Background: an optimization exercise with open tools, aiming at small area and a short achievable clock period. Do not read the settings as production practice. RTL that was checked went through simulation tests only; none was proved equivalent to the original. Power figures rest on the tool's default switching activity, not on a simulated workload.

==> 11-08: inputs <==
## FSA
module FSA(clk, rst, Multiplicand, Multiplier, Result);
  input clk, rst;
  input [11:0] Multiplicand;
  input [11:0] Multiplier;
  output reg [23:0] Result;
  wire w1;
  wire w2;
  wire w3;
  wire w4;
  wire w5;
  wire w6;
  wire w7;
  wire w8;
  wire w9;
  wire w10;
  wire w11;
  wire w12;
  wire w13;
  wire w14;
  wire w15;
  wire w16;
  wire w17;
  wire w18;
  wire w19;
  wire w20;
  wire w21;
  wire w22;
  wire w23;
  wire w24;
  wire w25;
  wire w26;
  wire w27;
  wire w28;
  wire w29;
  wire w30;
  wire w31;
  wire w32;
  wire w33;
  wire w34;
  wire w35;
  wire w36;
  wire w37;
  wire w38;
  wire w39;
  wire w40;
  wire w41;
  wire w42;
  wire w43;
  wire w44;
  wire w45;
  wire w46;
  wire w47;
  wire w48;
  wire w49;
  wire w50;
  wire w51;
  wire w52;
  wire w53;
  wire w54;
  wire w55;
  wire w56;
  wire w57;
  wire w58;
  wire w59;
  wire w60;
  wire w61;
  wire w62;
  wire w63;
  wire w64;
  wire w65;
  wire w66;
  wire w67;
  wire w68;
  wire w69;
  wire w70;
  wire w71;
  wire w72;
  wire w73;
  wire w74;
  wire w75;
  wire w76;
  wire w77;
  wire w78;
  wire w79;
  wire w80;
  wire w81;
  wire w82;
  wire w83;
  wire w84;
  wire w85;
  wire w86;
  wire w87;
  wire w88;
  wire w89;
  wire w90;
  wire w91;
  wire w92;
  wire w93;
  wire w94;
  wire w95;
  wire w96;
  wire w97;
  wire w98;
  wire w99;
  wire w100;
  wire w101;
  ...
Settings: LEC_CHECK=0, CAP_MARGIN=20, CORE_MARGIN=2, CORE_UTILIZATION=40, SETUP_SLACK_MARGIN=3, SLEW_MARGIN=20, SYNTH_HIERARCHICAL=1; clock period 10.0 ns.
standard.sh (not shown) runs the stock make flow with config.mk's settings and CLKGATE_MAP_FILE= SYNTH_SCRIPT=/design/flow/synth_recipe.tcl, a recipe that flattens the netlist after the stock synthesis.
==> flow/flow/run.sh <==
#!/bin/bash
set -euo pipefail
here=$(pwd)
export IN_BUF=${IN_BUF:-sky130_fd_sc_hd__buf_4}
bash standard.sh "BUFFER_PORTS_ARGS=-buffer_cell sky130_fd_sc_hd__buf_1" \
  "POST_GLOBAL_PLACE_TCL=$here/flow/inbuf.tcl" finish > make.log 2>&1
==> flow/flow/inbuf.tcl <==
# Resize the buffers that buffer_ports put on the input ports (not the clock,
# which buffer_ports leaves alone) to $::env(IN_BUF).
set n 0
foreach inst [[ord::get_db_block] getInsts] {
  set name [$inst getName]
  if { [string match "input*" $name] && [[$inst getMaster] getName] eq "sky130_fd_sc_hd__buf_1" } {
    replace_cell $name $::env(IN_BUF)
    incr n
  }
}
puts "inbuf.tcl: resized $n input buffers to $::env(IN_BUF)"
==> 09-04 (differences from 11-08) <==
--- a/flow/design.v
+++ b/flow/design.v
@@ -507,43 +507,14 @@
   wire w502;
   wire w503;
   wire w504;
   wire w505;
   wire w506;
   wire w507;
   wire w508;
-  wire w509;
-  wire w510;
-  wire w511;
-  wire w512;
-  wire w513;
-  wire w514;
-  wire w515;
-  wire w516;
-  wire w517;
-  wire w518;
-  wire w519;
-  wire w520;
-  wire w521;
-  wire w522;
-  wire w523;
-  wire w524;
-  wire w525;
-  wire w526;
-  wire w527;
-  wire w528;
-  wire w529;
-  wire w530;
-  wire w531;
-  wire w532;
-  wire w533;
-  wire w534;
-  wire w535;
-  wire w536;
-  wire w537;
   ND2 u1 (Multiplicand[0], Multiplier[0], w1);
   ND2 u2 (Multiplicand[0], Multiplier[1], w2);
   ND2 u3 (Multiplicand[0], Multiplier[2], w3);
   ND2 u4 (Multiplicand[0], Multiplier[3], w4);
   ND2 u5 (Multiplicand[0], Multiplier[4], w5);
   ND2 u6 (Multiplicand[0], Multiplier[5], w6);
   ND2 u7 (Multiplicand[0], Multiplier[6], w7);
@@ -887,101 +858,72 @@
   ND2 u445 (w412, w409, w445);
   AOI21 u446 (w418, w413, w416, w446);
   ND2 u447 (w418, w415, w447);
   AOI21 u448 (w424, w419, w422, w448);
   ND2 u449 (w424, w421, w449);
   AOI21 u450 (w430, w425, w428, w450);
   ND2 u451 (w430, w427, w451);
-  INV u452 (w431, w452);
-  AOI21 u453 (w373, w452, w371, w453);
-  OAI21 u454 (w433, w431, w432, w454);
-  INV u455 (w434, w455);
-  AOI21 u456 (w385, w455, w383, w456);
-  INV u457 (w435, w457);
-  ND2 u458 (w385, w457, w458);
-  OAI21 u459 (w437, w434, w436, w459);
-  NR2 u460 (w437, w435, w460);
-  INV u461 (w438, w461);
-  AOI21 u462 (w397, w461, w395, w462);
-  INV u463 (w439, w463);
-  ND2 u464 (w397, w463, w464);
-  OAI21 u465 (w441, w438, w440, w465);
-  NR2 u466 (w441, w439, w466);
-  INV u467 (w442, w467);
-  AOI21 u468 (w409, w467, w407, w468);
-  INV u469 (w443, w469);
-  ND2 u470 (w409, w469, w470);
-  OAI21 u471 (w445, w442, w444, w471);
-  NR2 u472 (w445, w443, w472);
-  INV u473 (w446, w473);
-  AOI21 u474 (w421, w473, w419, w474);
-  INV u475 (w447, w475);
-  ND2 u476 (w421, w475, w476);
-  OAI21 u477 (w449, w446, w448, w477);
-  NR2 u478 (w449, w447, w478);
-  AOI21 u479 (w379, w454, w377, w479);
-  INV u480 (w454, w480);
-  OAI21 u481 (w435, w480, w434, w481);
-  OAI21 u482 (w458, w480, w456, w482);
-  AOI21 u483 (w460, w454, w459, w483);
-  AOI21 u484 (w403, w465, w401, w484);
-  ND2 u485 (w403, w466, w485);
-  INV u486 (w465, w486);
-  OAI21 u487 (w443, w486, w442, w487);
-  INV u488 (w466, w488);
-  NR2 u489 (w443, w488, w489);
-  OAI21 u490 (w470, w486, w468, w490);
-  NR2 u491 (w470, w488, w491);
-  AOI21 u492 (w472, w465, w471, w492);
-  ND2 u493 (w472, w466, w493);
-  AOI21 u494 (w427, w477, w425, w494);
-  ND2 u495 (w427, w478, w495);
-  INV u496 (w477, w496);
-  OAI21 u497 (w451, w496, w450, w497);
-  INV u498 (w478, w498);
-  NR2 u499 (w451, w498, w499);
-  INV u500 (w483, w500);
-  AOI21 u501 (w391, w500, w389, w501);
-  OAI21 u502 (w439, w483, w438, w502);
-  OAI21 u503 (w464, w483, w462, w503);
-  AOI21 u504 (w466, w500, w465, w504);
-  OAI21 u505 (w485, w483, w484, w505);
-  AOI21 u506 (w489, w500, w487, w506);
-  AOI21 u507 (w491, w500, w490, w507);
-  OAI21 u508 (w493, w483, w492, w508);
-  AOI21 u509 (w415, w508, w413, w509);
-  INV u510 (w508, w510);
-  OAI21 u511 (w447, w510, w446, w511);
-  OAI21 u512 (w476, w510, w474, w512);
-  AOI21 u513 (w478, w508, w477, w513);
-  OAI21 u514 (w495, w510, w494, w514);
-  AOI21 u515 (w499, w508, w497, w515);
-  XNOR2 u516 (w369, w365, w516);
-  XOR2 u517 (w372, w431, w517);
-  XOR2 u518 (w375, w453, w518);
-  XNOR2 u519 (w378, w454, w519);
-  XOR2 u520 (w381, w479, w520);
-  XNOR2 u521 (w384, w481, w521);
-  XNOR2 u522 (w387, w482, w522);
-  XOR2 u523 (w390, w483, w523);
-  XOR2 u524 (w393, w501, w524);
-  XNOR2 u525 (w396, w502, w525);
-  XNOR2 u526 (w399, w503, w526);
-  XOR2 u527 (w402, w504, w527);
-  XNOR2 u528 (w405, w505, w528);
-  XOR2 u529 (w408, w506, w529);
-  XOR2 u530 (w411, w507, w530);
-  XNOR2 u531 (w414, w508, w531);
-  XOR2 u532 (w417, w509, w532);
-  XNOR2 u533 (w420, w511, w533);
-  XNOR2 u534 (w423, w512, w534);
-  XOR2 u535 (w426, w513, w535);
-  XNOR2 u536 (w429, w514, w536);
-  INV u537 (w515, w537);
-  wire [23:0] prodn = {w537, w536, w535, w534, w533, w532, w531, w530, w529, w528, w527, w526, w525, w524, w523, w522, w521, w520, w519, w518, w517, w516, ~w366, w1};
+  OAI21 u452 (w433, w431, w432, w452);
+  OAI21 u453 (w437, w434, w436, w453);
+  NR2 u454 (w437, w435, w454);
+  OAI21 u455 (w441, w438, w440, w455);
+  NR2 u456 (w441, w439, w456);
+  OAI21 u457 (w445, w442, w444, w457);
+  NR2 u458 (w445, w443, w458);
+  OAI21 u459 (w449, w446, w448, w459);
+  NR2 u460 (w449, w447, w460);
+  AOI21 u461 (w454, w452, w453, w461);
+  AOI21 u462 (w458, w455, w457, w462);
+  ND2 u463 (w458, w456, w463);
+  OAI21 u464 (w463, w461, w462, w464);
+  INV u465 (w461, w465);
+  AOI21 u466 (w456, w465, w455, w466);
+  AOI21 u467 (w460, w464, w459, w467);
+  INV u468 (w452, w468);
+  OAI21 u469 (w435, w468, w434, w469);
+  OAI21 u470 (w439, w461, w438, w470);
+  OAI21 u471 (w443, w466, w442, w471);
+  INV u472 (w464, w472);
+  OAI21 u473 (w447, w472, w446, w473);
+  OAI21 u474 (w451, w467, w450, w474);
+  INV u475 (w431, w475);
+  AOI21 u476 (w373, w475, w371, w476);
+  AOI21 u477 (w379, w452, w377, w477);
+  AOI21 u478 (w385, w469, w383, w478);
+  AOI21 u479 (w391, w465, w389, w479);
+  AOI21 u480 (w397, w470, w395, w480);
+  INV u481 (w466, w481);
+  AOI21 u482 (w403, w481, w401, w482);
+  AOI21 u483 (w409, w471, w407, w483);
+  AOI21 u484 (w415, w464, w413, w484);
+  AOI21 u485 (w421, w473, w419, w485);
+  INV u486 (w467, w486);
+  AOI21 u487 (w427, w486, w425, w487);
+  XNOR2 u488 (w369, w365, w488);
+  XOR2 u489 (w372, w431, w489);
+  XOR2 u490 (w375, w476, w490);
+  XNOR2 u491 (w378, w452, w491);
+  XOR2 u492 (w381, w477, w492);
+  XNOR2 u493 (w384, w469, w493);
+  XOR2 u494 (w387, w478, w494);
+  XOR2 u495 (w390, w461, w495);
+  XOR2 u496 (w393, w479, w496);
+  XNOR2 u497 (w396, w470, w497);
+  XOR2 u498 (w399, w480, w498);
+  XOR2 u499 (w402, w466, w499);
+  XOR2 u500 (w405, w482, w500);
+  XNOR2 u501 (w408, w471, w501);
+  XOR2 u502 (w411, w483, w502);
+  XNOR2 u503 (w414, w464, w503);
+  XOR2 u504 (w417, w484, w504);
+  XNOR2 u505 (w420, w473, w505);
+  XOR2 u506 (w423, w485, w506);
+  XOR2 u507 (w426, w467, w507);
+  XOR2 u508 (w429, w487, w508);
+  wire [23:0] prodn = {w474, w508, w507, w506, w505, w504, w503, w502, w501, w500, w499, w498, w497, w496, w495, w494, w493, w492, w491, w490, w489, w488, ~w366, w1};
   always @(posedge clk) begin
     if (rst)
       Result <= 24'd0;
     else
       Result <= ~prodn;
   end
 endmodule
==> comparison table <==
Outcome: 09-04 finished clean; 11-08 finished clean
Sequential fraction of design power: 09-04 10.7%; 11-08 9.7%
Global routing met1 resource utilization: 09-04 23.2%; 11-08 22.5%
Total leakage power: 09-04 1.77 nW; 11-08 1.86 nW
Power dissipated in the clock network: 09-04 0.0000625 W; 11-08 0.0000851 W
Arithmetic-cell share of the synthesized area counting full adders, half adders and majority gates: 09-04 47.2%; 11-08 45.8%
HPWL reported at the end of detailed placement: 09-04 8.19 mm; 11-08 8.38 mm
Share of the synthesized area in the top cell type: 09-04 46.9%; 11-08 45.5%
Via count of the first global-routing pass: 09-04 3785; 11-08 3814
Area of the mapped netlist: 09-04 4230 sq um; 11-08 4360 sq um
WP data required: 09-04 10.14 ns; 11-08 10.16 ns
Internal Pwr Total: 09-04 0.000663 W; 11-08 0.000727 W
Placeable Area: 09-04 10300 sq um; 11-08 10700 sq um
Utilization after layout: 09-04 45.8%; 11-08 45.2%
Cell Count Post-Placement: 09-04 640; 11-08 673
Power in combinational cells: 09-04 0.00116 W; 11-08 0.00128 W
Mapped Nets: 09-04 583; 11-08 612
Maximum cell stage delay along the critical path: 09-04 0.49 ns; 11-08 0.50 ns
Relative slew slack: 09-04 70.2%; 11-08 62.6%
Function not checked in 11-08: the RTL went through the layout flow alone.

[what the ideal ports hide]
The flow's constraints put no driver on any port. The routed layouts listed below were extracted and timed again, unchanged, in two steps. Step 1 (the two cells are an assumption about what drives the block):
set clk [get_ports {clk}]
set_driving_cell -lib_cell sky130_fd_sc_hd__clkbuf_16 $clk
set_driving_cell -lib_cell sky130_fd_sc_hd__buf_2 [delete_from_list [all_inputs] $clk]
Step 2 moves the port delays by t, midway between the first and last clock arrival at a register: inputs arrive t later, outputs are due t later. That takes back most of the time a late clock gives input paths. a / b / c = ideal ports / drivers / drivers and shift; a / b = the first two.
run | shift t [ns] | setup WS [ns] | clock arrival spread, ns | pins driven straight from the clock port
11-08 | 0.300 | 3.638 / 3.646 / 3.346 | 0.005 / 0.005 | 1
09-04 | 0.281 | 3.768 / 3.770 / 3.490 | 0.001 / 0.001 | 1
After both steps every run listed still meets setup and hold. The setup slack of 11-08, which loses most, moves by +0.008 ns with the drivers and by -0.292 ns with both steps.
